This design comes from an exercise in tuning for small area, a short achievable clock period and few clock cycles per item on the open sky130 flow, not from production work. The RTL was checked by simulation tests, not by an equivalence proof against the original design. The flow treats the clock pin as an ideal source, which a real chip does not have.

==> inputs of run a <==
## ntt_processer
module ntt_processer (
    input clk,
    input rst,
    input start,
    input [1:0] mode,  
    input is_add_or_sub,
    input [9:0] ram_r_start_offset_A,
    input [9:0] ram_r_start_offset_B,
    input [9:0] ram_w_start_offset,
    input [95:0] ram_rdata,
    output last_cycle,
    output ram_wen,
    output [9:0] ram_raddr,
    output [9:0] ram_waddr,
    output [95:0] ram_wdata,
    output NTT_finish
);
export LEC_CHECK = 0
export CAP_MARGIN = 30
export CORE_MARGIN = 2
export CORE_UTILIZATION = 40
export PLACE_DENSITY = 0.6
export SLEW_MARGIN = 30
create_clock -name core_clock -period 13.0 [get_ports {clk}]
standard.sh (not shown) runs the stock make flow with config.mk's settings and CLKGATE_MAP_FILE= SYNTH_SCRIPT=/design/flow/synth_recipe.tcl, a recipe that flattens the netlist after the stock synthesis.
==> flow/flow/run.sh <==
#!/bin/bash
# Layout flow: the standard ORFS flow (standard.sh), with two extra
# setup-repair steps run through ORFS's own hooks: flow/post_cts.tcl after
# clock tree synthesis (POST_CTS_TCL) and flow/post_grt.tcl after global
# routing (POST_GLOBAL_ROUTE_TCL).  They repair setup timing against a
# tighter target than the clock period, so that the achieved period shrinks.
# Synthesis, constraints and clock period are unchanged.  Each tool's output
# is logged in this folder (standard.log; ORFS's per-step logs under orfs/).
set -euo pipefail
export POST_CTS_TCL="$PWD/flow/post_cts.tcl"
export POST_GLOBAL_ROUTE_TCL="$PWD/flow/post_grt.tcl"
bash standard.sh > standard.log 2>&1
==> flow/flow/post_cts.tcl <==
# Sourced by ORFS cts.tcl (POST_CTS_TCL) after its own timing repair.
# Repair setup timing as if the required slack were 9 ns of the 13 ns period
# (a ~4 ns target): sizes up gates, buffers and swaps pins; the design's
# logic and registers are unchanged.
puts "post_cts: extra setup repair"
report_worst_slack -max
report_design_area
repair_timing -setup -setup_margin 9 -repair_tns 100 -skip_gate_cloning
set result [catch { detailed_placement } msg]
if { $result != 0 } {
  error "post_cts: detailed placement failed: $msg"
}
check_placement -verbose
estimate_parasitics -placement
report_worst_slack -max
report_design_area
==> flow/flow/post_grt.tcl <==
# Sourced by ORFS global_route.tcl (POST_GLOBAL_ROUTE_TCL) before it writes
# the global-routed design: one more setup repair against the ~4 ns target,
# now with global-routing parasitics, then the incremental global route and
# legalisation that ORFS itself uses after a repair.
puts "post_grt: extra setup repair"
estimate_parasitics -global_routing
report_worst_slack -max
report_design_area
repair_timing -setup -setup_margin 9 -repair_tns 100 -skip_gate_cloning
global_route -start_incremental
detailed_placement
global_route -end_incremental
estimate_parasitics -global_routing
repair_timing -hold
global_route -start_incremental
detailed_placement
global_route -end_incremental
check_placement -verbose
estimate_parasitics -global_routing
report_worst_slack -max
report_worst_slack -min
report_design_area
==> inputs of run b, as changes to run a <==
==> flow/config.mk (replaced) <==
export PLATFORM = sky130hd
export DESIGN_NAME = ntt_processer
export DESIGN_NICKNAME = ntt_processer
export VERILOG_FILES = /design/flow/design.v
export SDC_FILE = /design/flow/constraint.sdc
export NUM_CORES = 8
export LEC_CHECK = 0
export CAP_MARGIN = 30
export CORE_MARGIN = 2
export CORE_UTILIZATION = 65
export CTS_CLUSTER_DIAMETER = 80
export CTS_CLUSTER_SIZE = 20
export PLACE_DENSITY = 0.8
export SLEW_MARGIN = 30
==> inputs of run c, as changes to run a <==
--- a/flow/design.v
+++ b/flow/design.v
@@ -77,22 +77,22 @@
         md       <= mode;
         sub_r    <= is_add_or_sub;
         m_intt   <= (mode == 2'd1);
         m_nt     <= ~mode[1];
         m_mult   <= (mode == 2'd2);
         m_as     <= (mode == 2'd3);
-        m_post01 <= (mode == 2'd0) | (mode == 2'd3);
-        m_post23 <= (mode != 2'd1);
+        m_post01 <= (mode == 2'd0);
+        m_post23 <= (mode == 2'd0) | (mode == 2'd2);
     end
 end
 reg [7:0] wc;
 always @(posedge clk) begin
     if (st == IDLE)
         case (mode)
         2'd2:    wc <= 8'd240;    
-        2'd3:    wc <= 8'd248;    
+        2'd3:    wc <= 8'd252;    
         default: wc <= 8'd249;    
         endcase
     else
         wc <= wc + 8'd1;
 end
 always @(*) begin
@@ -195,27 +195,28 @@
 wire [23:0] rom_q;
 twiddle_rom ROM (.row(row_r), .dout(rom_q));
 wire [11:0] tw0 = sel0_r ? rom_q[23:12] : rom_q[11:0];
 wire [11:0] tw1 = sel1_r ? rom_q[23:12] : rom_q[11:0];
 wire [95:0] rd = ram_rdata;
 reg  [95:0] RA;
-reg  [71:0] RB;
+reg  [47:0] RB;
 wire ld_a  = m_mult ? (cnt[1:0] == 2'd1) : cnt[0];
-wire bsel  = m_mult ? (cnt[1:0] == 2'd2) : !cnt[0];
+wire bsel  = !cnt[0];         
 always @(posedge clk) begin
     if (ld_a) RA <= rd;
     else if (m_mult) RA <= {24'd0, RA[95:24]};
     else RA <= {48'd0, RA[95:48]};
-    if (m_mult) RB <= bsel ? rd[95:24] : {24'd0, RB[71:24]};
-    else RB <= {24'd0, rd[95:48]};
+    RB <= m_mult ? {24'd0, rd[95:72]} : rd[95:48];
 end
 wire [47:0] pu = f_r ? {rd[47:36], rd[35:24], rd[23:12], rd[11:0]}
                      : {rd[71:60], rd[59:48], rd[23:12], rd[11:0]};
 wire [47:0] pv = f_r ? {rd[95:84], rd[83:72], rd[71:60], rd[59:48]}
                      : {rd[95:84], rd[83:72], rd[47:36], rd[35:24]};
-wire [47:0] bsrc = bsel ? rd[47:0] : RB[47:0];
+wire [47:0] bsrc = !m_mult ? (bsel ? rd[47:0] : RB)
+                  : {24'd0, (cnt[1:0] == 2'd2) ? rd[23:0] : (cnt[1:0] == 2'd3) ? rd[47:24] :
+                            (cnt[1:0] == 2'd0) ? rd[71:48] : RB[23:0]};
 reg [11:0] tw_r0, tw_r1;
 reg        ysel0, f0;
 always @(posedge clk) begin
     tw_r0 <= tw0;
     tw_r1 <= tw1;
     ysel0 <= ysel_r;
@@ -232,15 +233,15 @@
 reg  [3:0]  n2;
 reg  [59:0] sa3, ca3, s3b;
 reg  [23:0] r01;
 genvar k;
 generate
 for (k = 0; k < 4; k = k + 1) begin : U
-    wire [11:0] ak  = m_as ? RA[12*k +: 12]   : pu[12*k +: 12];
-    wire [11:0] bk  = m_as ? bsrc[12*k +: 12] : pv[12*k +: 12];
-    wire [11:0] twk = m_as ? 12'd1 : (k < 2) ? (m_intt ? tw0h : tw0) : (m_intt ? tw1h : tw1);
+    wire [11:0] ak  = pu[12*k +: 12];
+    wire [11:0] bk  = pv[12*k +: 12];
+    wire [11:0] twk = (k < 2) ? (m_intt ? tw0h : tw0) : (m_intt ? tw1h : tw1);
     wire        post = (k < 2) ? m_post01 : m_post23;
     wire [11:0] bsum, bdif;
     modblk B (.a(BA[12*k +: 12]), .b(BB[12*k +: 12]), .sum(bsum), .dif(bdif));
     assign sum_w[12*k +: 12] = bsum;
     assign dif_w[12*k +: 12] = bdif;
     wire [11:0] x1n, y1n, u1n;
@@ -302,19 +303,25 @@
         BB[23:0] <= redb_w[23:0];
     end else if (m_mult) begin
         BA[11:0]  <= bsrc[11:0];
         BB[11:0]  <= bsrc[23:12];
         BA[23:12] <= RA[11:0];
         BB[23:12] <= RA[23:12];
+    end else if (m_as) begin
+        BA[23:0] <= RA[23:0];
+        BB[23:0] <= bsrc[23:0];
     end else begin
         BA[23:0] <= pv[23:0];
         BB[23:0] <= pu[23:0];
     end
     if (m_post23) begin
         BA[47:24] <= u3b[47:24];
         BB[47:24] <= redb_w[47:24];
+    end else if (m_as) begin
+        BA[47:24] <= RA[47:24];
+        BB[47:24] <= bsrc[47:24];
     end else begin
         BA[47:24] <= pv[47:24];
         BB[47:24] <= pu[47:24];
     end
     r01 <= redb_w[23:0];
 end
--- a/flow/config.mk
+++ b/flow/config.mk
@@ -5,8 +5,10 @@
 export SDC_FILE = /design/flow/constraint.sdc
 export NUM_CORES = 8
 export LEC_CHECK = 0
 export CAP_MARGIN = 30
 export CORE_MARGIN = 2
 export CORE_UTILIZATION = 40
+export CTS_CLUSTER_DIAMETER = 80
+export CTS_CLUSTER_SIZE = 20
 export PLACE_DENSITY = 0.6
 export SLEW_MARGIN = 30
==> inputs of run d, as changes to run a <==
--- a/flow/design.v
+++ b/flow/design.v
@@ -77,22 +77,22 @@
         md       <= mode;
         sub_r    <= is_add_or_sub;
         m_intt   <= (mode == 2'd1);
         m_nt     <= ~mode[1];
         m_mult   <= (mode == 2'd2);
         m_as     <= (mode == 2'd3);
-        m_post01 <= (mode == 2'd0) | (mode == 2'd3);
-        m_post23 <= (mode != 2'd1);
+        m_post01 <= (mode == 2'd0);
+        m_post23 <= (mode == 2'd0) | (mode == 2'd2);
     end
 end
 reg [7:0] wc;
 always @(posedge clk) begin
     if (st == IDLE)
         case (mode)
         2'd2:    wc <= 8'd240;    
-        2'd3:    wc <= 8'd248;    
+        2'd3:    wc <= 8'd252;    
         default: wc <= 8'd249;    
         endcase
     else
         wc <= wc + 8'd1;
 end
 always @(*) begin
@@ -195,27 +195,29 @@
 wire [23:0] rom_q;
 twiddle_rom ROM (.row(row_r), .dout(rom_q));
 wire [11:0] tw0 = sel0_r ? rom_q[23:12] : rom_q[11:0];
 wire [11:0] tw1 = sel1_r ? rom_q[23:12] : rom_q[11:0];
 wire [95:0] rd = ram_rdata;
 reg  [95:0] RA;
-reg  [71:0] RB;
+reg  [47:0] RB;
 wire ld_a  = m_mult ? (cnt[1:0] == 2'd1) : cnt[0];
-wire bsel  = m_mult ? (cnt[1:0] == 2'd2) : !cnt[0];
+wire bsel  = !cnt[0];         
 always @(posedge clk) begin
-    if (ld_a) RA <= rd;
-    else if (m_mult) RA <= {24'd0, RA[95:24]};
-    else RA <= {48'd0, RA[95:48]};
-    if (m_mult) RB <= bsel ? rd[95:24] : {24'd0, RB[71:24]};
-    else RB <= {24'd0, rd[95:48]};
+    RA[95:72] <= rd[95:72];
+    RA[71:48] <= ld_a ? rd[71:48] : RA[95:72];
+    RA[47:24] <= ld_a ? rd[47:24] : m_mult ? RA[71:48] : RA[95:72];
+    RA[23:0]  <= ld_a ? rd[23:0]  : m_mult ? RA[47:24] : RA[71:48];
+    RB <= rd[95:48];
 end
 wire [47:0] pu = f_r ? {rd[47:36], rd[35:24], rd[23:12], rd[11:0]}
                      : {rd[71:60], rd[59:48], rd[23:12], rd[11:0]};
 wire [47:0] pv = f_r ? {rd[95:84], rd[83:72], rd[71:60], rd[59:48]}
                      : {rd[95:84], rd[83:72], rd[47:36], rd[35:24]};
-wire [47:0] bsrc = bsel ? rd[47:0] : RB[47:0];
+wire [47:0] bsrc = !m_mult ? (bsel ? rd[47:0] : RB)
+                  : {24'd0, (cnt[1:0] == 2'd2) ? rd[23:0] : (cnt[1:0] == 2'd3) ? rd[47:24] :
+                            (cnt[1:0] == 2'd0) ? rd[71:48] : RB[47:24]};
 reg [11:0] tw_r0, tw_r1;
 reg        ysel0, f0;
 always @(posedge clk) begin
     tw_r0 <= tw0;
     tw_r1 <= tw1;
     ysel0 <= ysel_r;
@@ -232,15 +234,15 @@
 reg  [3:0]  n2;
 reg  [59:0] sa3, ca3, s3b;
 reg  [23:0] r01;
 genvar k;
 generate
 for (k = 0; k < 4; k = k + 1) begin : U
-    wire [11:0] ak  = m_as ? RA[12*k +: 12]   : pu[12*k +: 12];
-    wire [11:0] bk  = m_as ? bsrc[12*k +: 12] : pv[12*k +: 12];
-    wire [11:0] twk = m_as ? 12'd1 : (k < 2) ? (m_intt ? tw0h : tw0) : (m_intt ? tw1h : tw1);
+    wire [11:0] ak  = pu[12*k +: 12];
+    wire [11:0] bk  = pv[12*k +: 12];
+    wire [11:0] twk = (k < 2) ? (m_intt ? tw0h : tw0) : (m_intt ? tw1h : tw1);
     wire        post = (k < 2) ? m_post01 : m_post23;
     wire [11:0] bsum, bdif;
     modblk B (.a(BA[12*k +: 12]), .b(BB[12*k +: 12]), .sum(bsum), .dif(bdif));
     assign sum_w[12*k +: 12] = bsum;
     assign dif_w[12*k +: 12] = bdif;
     wire [11:0] x1n, y1n, u1n;
@@ -302,19 +304,25 @@
         BB[23:0] <= redb_w[23:0];
     end else if (m_mult) begin
         BA[11:0]  <= bsrc[11:0];
         BB[11:0]  <= bsrc[23:12];
         BA[23:12] <= RA[11:0];
         BB[23:12] <= RA[23:12];
+    end else if (m_as) begin
+        BA[23:0] <= RA[23:0];
+        BB[23:0] <= bsrc[23:0];
     end else begin
         BA[23:0] <= pv[23:0];
         BB[23:0] <= pu[23:0];
     end
     if (m_post23) begin
         BA[47:24] <= u3b[47:24];
         BB[47:24] <= redb_w[47:24];
+    end else if (m_as) begin
+        BA[47:24] <= RA[47:24];
+        BB[47:24] <= bsrc[47:24];
     end else begin
         BA[47:24] <= pv[47:24];
         BB[47:24] <= pu[47:24];
     end
     r01 <= redb_w[23:0];
 end
==> flow/flow/post_cts.tcl (replaced) <==
# Sourced by ORFS cts.tcl (POST_CTS_TCL) after its own timing repair.
# Repair setup timing as if the required slack were 9.2 ns of the 13 ns period
# (a ~3.8 ns target): sizes up gates, buffers and swaps pins; the design's
# logic and registers are unchanged.
puts "post_cts: extra setup repair"
report_worst_slack -max
report_design_area
repair_timing -setup -setup_margin 9.2 -repair_tns 100 -skip_gate_cloning
set result [catch { detailed_placement } msg]
if { $result != 0 } {
  error "post_cts: detailed placement failed: $msg"
}
check_placement -verbose
estimate_parasitics -placement
report_worst_slack -max
report_design_area
==> flow/flow/post_grt.tcl (replaced) <==
# Sourced by ORFS global_route.tcl (POST_GLOBAL_ROUTE_TCL) before it writes
# the global-routed design: one more setup repair against the ~3.8 ns target,
# now with global-routing parasitics, then the incremental global route and
# legalisation that ORFS itself uses after a repair.
puts "post_grt: extra setup repair"
estimate_parasitics -global_routing
report_worst_slack -max
report_design_area
repair_timing -setup -setup_margin 9.2 -repair_tns 100 -skip_gate_cloning
global_route -start_incremental
detailed_placement
global_route -end_incremental
estimate_parasitics -global_routing
repair_timing -hold
global_route -start_incremental
detailed_placement
global_route -end_incremental
check_placement -verbose
estimate_parasitics -global_routing
report_worst_slack -max
report_worst_slack -min
report_design_area
--- a/flow/config.mk
+++ b/flow/config.mk
@@ -5,8 +5,10 @@
 export SDC_FILE = /design/flow/constraint.sdc
 export NUM_CORES = 8
 export LEC_CHECK = 0
 export CAP_MARGIN = 30
 export CORE_MARGIN = 2
 export CORE_UTILIZATION = 40
+export CTS_CLUSTER_DIAMETER = 80
+export CTS_CLUSTER_SIZE = 20
 export PLACE_DENSITY = 0.6
 export SLEW_MARGIN = 30
==> flow_metrics.env <==
export IMPL_run_status="no timing/DRC/antenna violations"
export IMPL_first_pass_iters=6
export IMPL_grt_pass1_wl_um=468400
export IMPL_path_cells="buf_12, clkinvlp_4, ha_4, inv_1, ha_2, or2_2, mux4_2, mux4_2, o211ai_1, o21a_2, mux2i_1"
export IMPL_synth_xor_area_share_pct=7.541
export IMPL_nFlopsAndLatches=1285
export IMPL_grtUsageMet1_pct=34.78
export IMPL_grt_max_degree=156
export IMPL_dr_wl_met3_um=26810
Source of the figures above: run c

==> flow_metrics.env <==
export IMPL_dr_wl_met3_um=27660
export IMPL_grtUsageMet1_pct=36.08
export IMPL_run_status="no timing/DRC/antenna violations"
export IMPL_path_cells="clkbuf_2"
export IMPL_largest_register_ffs=96
export IMPL_synth_xor_area_share_pct=7.848
export IMPL_grt_max_degree=252
export IMPL_first_pass_iters=6
Source of the figures above: run d

==> flow_metrics.env <==
export IMPL_grt_max_degree=262
export IMPL_nFlopsAndLatches=1309
export IMPL_grtUsageMet1_pct=53.16
export IMPL_first_pass_iters=8
export IMPL_path_cells="clkdlybuf4s50_1, mux2_2, nor2_1, a311oi_1, a211oi_2, a21oi_1"
export IMPL_synth_xor_area_share_pct=7.423
export IMPL_run_status="no timing/DRC/antenna violations"
export IMPL_dr_wl_met3_um=30150
Source of the figures above: run b

==> flow_metrics.env <==
export IMPL_grt_pass1_wl_um=482900
export IMPL_grt_max_degree=209
export IMPL_run_status="no timing/DRC/antenna violations"
export IMPL_dr_wl_met3_um=26620
export IMPL_finalNonFillerCells=14444
export IMPL_use_met2_pct=39.30
export IMPL_tritoncts="yes"
export IMPL_sh_seq_area_pct=24.87
export IMPL_min_path_type="flip-flop to flip-flop"
export IMPL_highest_layer="met5"
export IMPL_nFlopsAndLatches=1309
export IMPL_final_cell_mix="nand2_1 (1201), dfxtp_1 (1112), inv_1 (980), ha_1 (765), nor2_1 (752)"
export IMPL_core_sq_um=235200
export IMPL_synth_xor_area_share_pct=7.423
export IMPL_path_cells="clkdlybuf4s50_1, mux2_2, nor2_1, a311oi_1, a211oi_1, a21oi_1"
export IMPL_first_pass_iters=6
Source of the figures above: run a

Testbench counts of run a, summed over its fixed seeds: cycles 31,480, ops 192.
Testbench counts of run b, summed over its fixed seeds: cycles 31,480, ops 192.
Testbench counts of run c, summed over its fixed seeds: cycles 31,288, ops 192.
Testbench counts of run d, summed over its fixed seeds: cycles 31,288, ops 192.

[what the ideal ports hide]
How much do the figures lean on ideal ports? The routed layouts below were timed once more, with nothing changed but the port constraints.
Step 1, drivers: a clkbuf_16 drives clk and a buf_2 each remaining input, both assumed.
Step 2 also shifts input and output timing later by t, the mid clock arrival at the registers, as if the neighbouring blocks saw the same clock.
Slacks: ideal ports / drivers / drivers and shift; pairs: ideal ports / drivers.
| run | shift t [ns] | setup WS [ns] | worst slew at a driven data input, ns | cell pins on the clock port's net |
|---|---|---|---|---|
| run a | 0.892 | 8.895 / 8.938 / 8.060 | 0.22 | 1 |
| run b | 0.812 | 8.739 / 8.805 / 7.993 | 0.08 | 1 |
| run c | 0.868 | 9.000 / 8.939 / 8.125 | 0.25 | 1 |
| run d | 0.843 | 9.075 / 8.987 / 8.319 | 0.28 | 1 |
After both steps setup and hold are still met in every run listed. The setup slack of run c, which loses most, moves by -0.061 ns with the drivers and by -0.875 ns with both steps.
